This design comes from an exercise in tuning for small area and a short achievable clock period on the open sky130 flow, not from production work.
In this exercise RTL edits were held to simulation tests only and were not proved equivalent to the original.

exp/yarrow:
## ALU_TOP
module ALU_TOP
#( parameter OP_DATA_WIDTH = 16 ,
             Arith_OUT_WIDTH = OP_DATA_WIDTH + OP_DATA_WIDTH ,
             Logic_OUT_WIDTH = OP_DATA_WIDTH ,
             Shift_OUT_WIDTH = OP_DATA_WIDTH ,
             CMP_OUT_WIDTH = 3
)
(
input  wire [OP_DATA_WIDTH-1:0]    A   ,
input  wire [OP_DATA_WIDTH-1:0]    B   ,
input  wire [3:0]                  ALU_FUNC ,
input  wire                        CLK ,
input  wire                        RST ,
output reg  [Arith_OUT_WIDTH-1:0]  Arith_OUT,
output wire                        Carry_OUT,
output reg                         Arith_Flag,
output reg  [Logic_OUT_WIDTH-1:0]  Logic_OUT,
output reg                         Logic_Flag,
output reg  [Shift_OUT_WIDTH-1:0]  Shift_OUT,
output reg                         Shift_Flag,
output wire [CMP_OUT_WIDTH-1:0]    CMP_OUT,
output reg                         CMP_Flag
);
wire CMP_enable, Shift_enable, Logic_enable, Arith_enable;
Decoder U0 (
.IN(ALU_FUNC[3:2]),
  ...
Size: roughly 2,900 cells after synthesis, roughly 70 flip-flops.
==> flow/config.mk <==
export PLATFORM = sky130hd
export DESIGN_NAME = ALU_TOP
export DESIGN_NICKNAME = ALU_TOP
export VERILOG_FILES = /design/flow/design.v
export SDC_FILE = /design/flow/constraint.sdc
export NUM_CORES = 4
export LEC_CHECK = 0
export ABC_AREA = 1
export CAP_MARGIN = 20
export CORE_MARGIN = 2
export CORE_UTILIZATION = 70
export PLACE_DENSITY = 0.85
export SLEW_MARGIN = 20
==> flow/constraint.sdc <==
create_clock -name core_clock -period 106.0 [get_ports {CLK}]
set_input_delay 21.2000 -clock core_clock [delete_from_list [all_inputs] [get_ports {CLK}]]
set_output_delay 21.2000 -clock core_clock [all_outputs]
set_load 0.01 [all_outputs]
standard.sh (not shown) runs the stock make flow with config.mk's settings and CLKGATE_MAP_FILE= SYNTH_SCRIPT=/design/flow/synth_recipe.tcl, a recipe that flattens the netlist after the stock synthesis.
==> flow/flow/run.sh <==
#!/bin/bash
# The standard layout, except that the port buffers are plain buffers
# (buf_4 on inputs, buf_2 on outputs) instead of ORFS's default delay cells.
set -euo pipefail
here=$(pwd)
export BUFFER_PORTS_ARGS="-buffer_cell sky130_fd_sc_hd__buf_2"
export PRE_RESIZE_TCL="$here/flow/port_buffers.tcl"
bash standard.sh > "$here/standard_flow.log" 2>&1
==> flow/flow/port_buffers.tcl <==
# Before repair_design: input port buffers drive the operands' large fanout,
# so make them buf_4; output port buffers stay buf_2.
set n 0
foreach port [get_ports -filter "direction == input"] {
  set net [get_nets -of_objects $port]
  foreach pin [get_pins -of_objects $net -filter "direction == input"] {
    set inst [get_cells -of_objects $pin]
    if {[get_property $inst ref_name] == "sky130_fd_sc_hd__buf_2"} {
      replace_cell $inst sky130_fd_sc_hd__buf_4
      incr n
    }
  }
}
puts "port_buffers.tcl: $n input port buffers made buf_4"
In the summary table, exp/yarrow is marked failed, with error STA-0100 raised in placement repair (3_4_place_resized).
Edits applied to the flow inputs when going from exp/yarrow to exp/pepper:
- changing SLEW_MARGIN from 20 to 70
- changing CAP_MARGIN from 20 to 70
- setting CTS_BUF_LIST to sky130_fd_sc_hd__clkbuf_8 for the first time
==> flow/flow/port_buffers.tcl <==
# Before repair_design: input port buffers drive the operands' large fanout,
# so make them buf_4; output port buffers stay buf_2.
set n 0
foreach inst [get_cells input*] {
  if {[get_property $inst ref_name] == "sky130_fd_sc_hd__buf_2"} {
    replace_cell $inst sky130_fd_sc_hd__buf_4
    incr n
  }
}
puts "port_buffers.tcl: $n input port buffers made buf_4"
## What came out
- Status for exp/yarrow and exp/pepper: clean finish in exp/pepper only
- As far as area share of and/or/nand/nor cells after synthesis goes, exp/yarrow and exp/pepper are indistinguishable; the numbers are identical.
- exp/yarrow -> exp/pepper: mapped cell area delta 0, exact match
- Between exp/yarrow and exp/pepper, the difference in post-synthesis instance total is negligible.
- From exp/pepper to exp/yarrow, portion of the post-synthesis area used by sequential elements did not move at all.
- exp/pepper -> exp/yarrow: global placer's final weighted congestion delta 0, exact match
- From exp/yarrow to exp/pepper, xor and xnor fraction of the mapped netlist area did not move at all.
- As far as post-synth net total goes, exp/pepper and exp/yarrow are indistinguishable; the numbers are identical.
- In terms of synthesized-area fraction occupied by ao, oa, aoi and oai cells, exp/pepper and exp/yarrow differ only marginally.
- As far as adder and majority gate portion of the synthesized area goes, exp/yarrow and exp/pepper are indistinguishable; the numbers are identical.
- The die extent in x of exp/yarrow and that of exp/pepper are within noise of each other.
Edits applied to the flow inputs when going from exp/pepper to exp/nickel:
- setting GPL_TIMING_DRIVEN to 0 for the first time
- changing SLEW_MARGIN from 70 to 20
- removing CTS_BUF_LIST (formerly sky130_fd_sc_hd__clkbuf_8)
- changing CAP_MARGIN from 70 to 20
==> flow/run.sh (new file) <==
#!/bin/bash
# synth_recipe.tcl (not shown) runs the flow's synth.tcl, then flattens the netlist and writes it again
# the make line also repeats each setting of config.mk as NAME=value (left out here)
make -C /OpenROAD-flow-scripts/flow DESIGN_CONFIG=/design/flow/config.mk WORK_HOME=/design/flow/orfs CLKGATE_MAP_FILE= SYNTH_SCRIPT=/design/flow/synth_recipe.tcl finish
removed: flow/flow/run.sh
removed: flow/flow/port_buffers.tcl
removed: flow/standard.sh
exp/nickel ended up with a lower worst setup slack than exp/pepper did. Global-route usage, exp/nickel and exp/pepper: lower on exp/pepper. exp/nickel vs exp/pepper — via density per instance dropped slightly. exp/nickel vs. exp/pepper: share of the clock period used by the worst path after layout went up by 0.84 points. exp/nickel against exp/pepper; total length of routed met3 wires is down by more than 10%. exp/nickel vs. exp/pepper: total wire length went up by 1900 µm. Taking exp/pepper as the reference, in exp/nickel final weighted congestion in routability-driven placement held steady; final design area excluding fillers grew by 5.2%; clock input transition at the sequential cells of the worst setup and hold paths shrank by 0.03 ns.

[afterwards: timing with drivers on the ports]
In the flow no input, the clock included, has a driving cell. The finished layouts below were timed again as built, in two steps.
Step 1 (the two cells are an assumption about what drives the block):
set clk [get_ports {CLK}]
set_driving_cell -lib_cell sky130_fd_sc_hd__clkbuf_16 $clk
set_driving_cell -lib_cell sky130_fd_sc_hd__buf_2 [delete_from_list [all_inputs] $clk]
Step 2 moves the port delays by t, midway between the first and last clock arrival at a register: inputs arrive t later, outputs are due t later. That takes back most of the time a late clock gives input paths.
Slacks: ideal ports / drivers / drivers and shift; pairs: ideal ports / drivers.
run | t (ns) | setup WS [ns] | worst hold slack (ns) | worst setup path after step 2 | cell pins on the clock port's net
exp/pepper | 0.412 | 70.195 / 70.211 / 69.799 | 20.737 / 20.761 / 21.173 | input to register | 1
exp/nickel | 0.394 | 69.305 / 69.312 / 68.918 | 20.737 / 20.722 / 21.116 | input to register | 1
After both steps every run listed still meets setup and hold. The setup slack of exp/pepper, which loses most, moves by +0.016 ns with the drivers and by -0.396 ns with both steps.
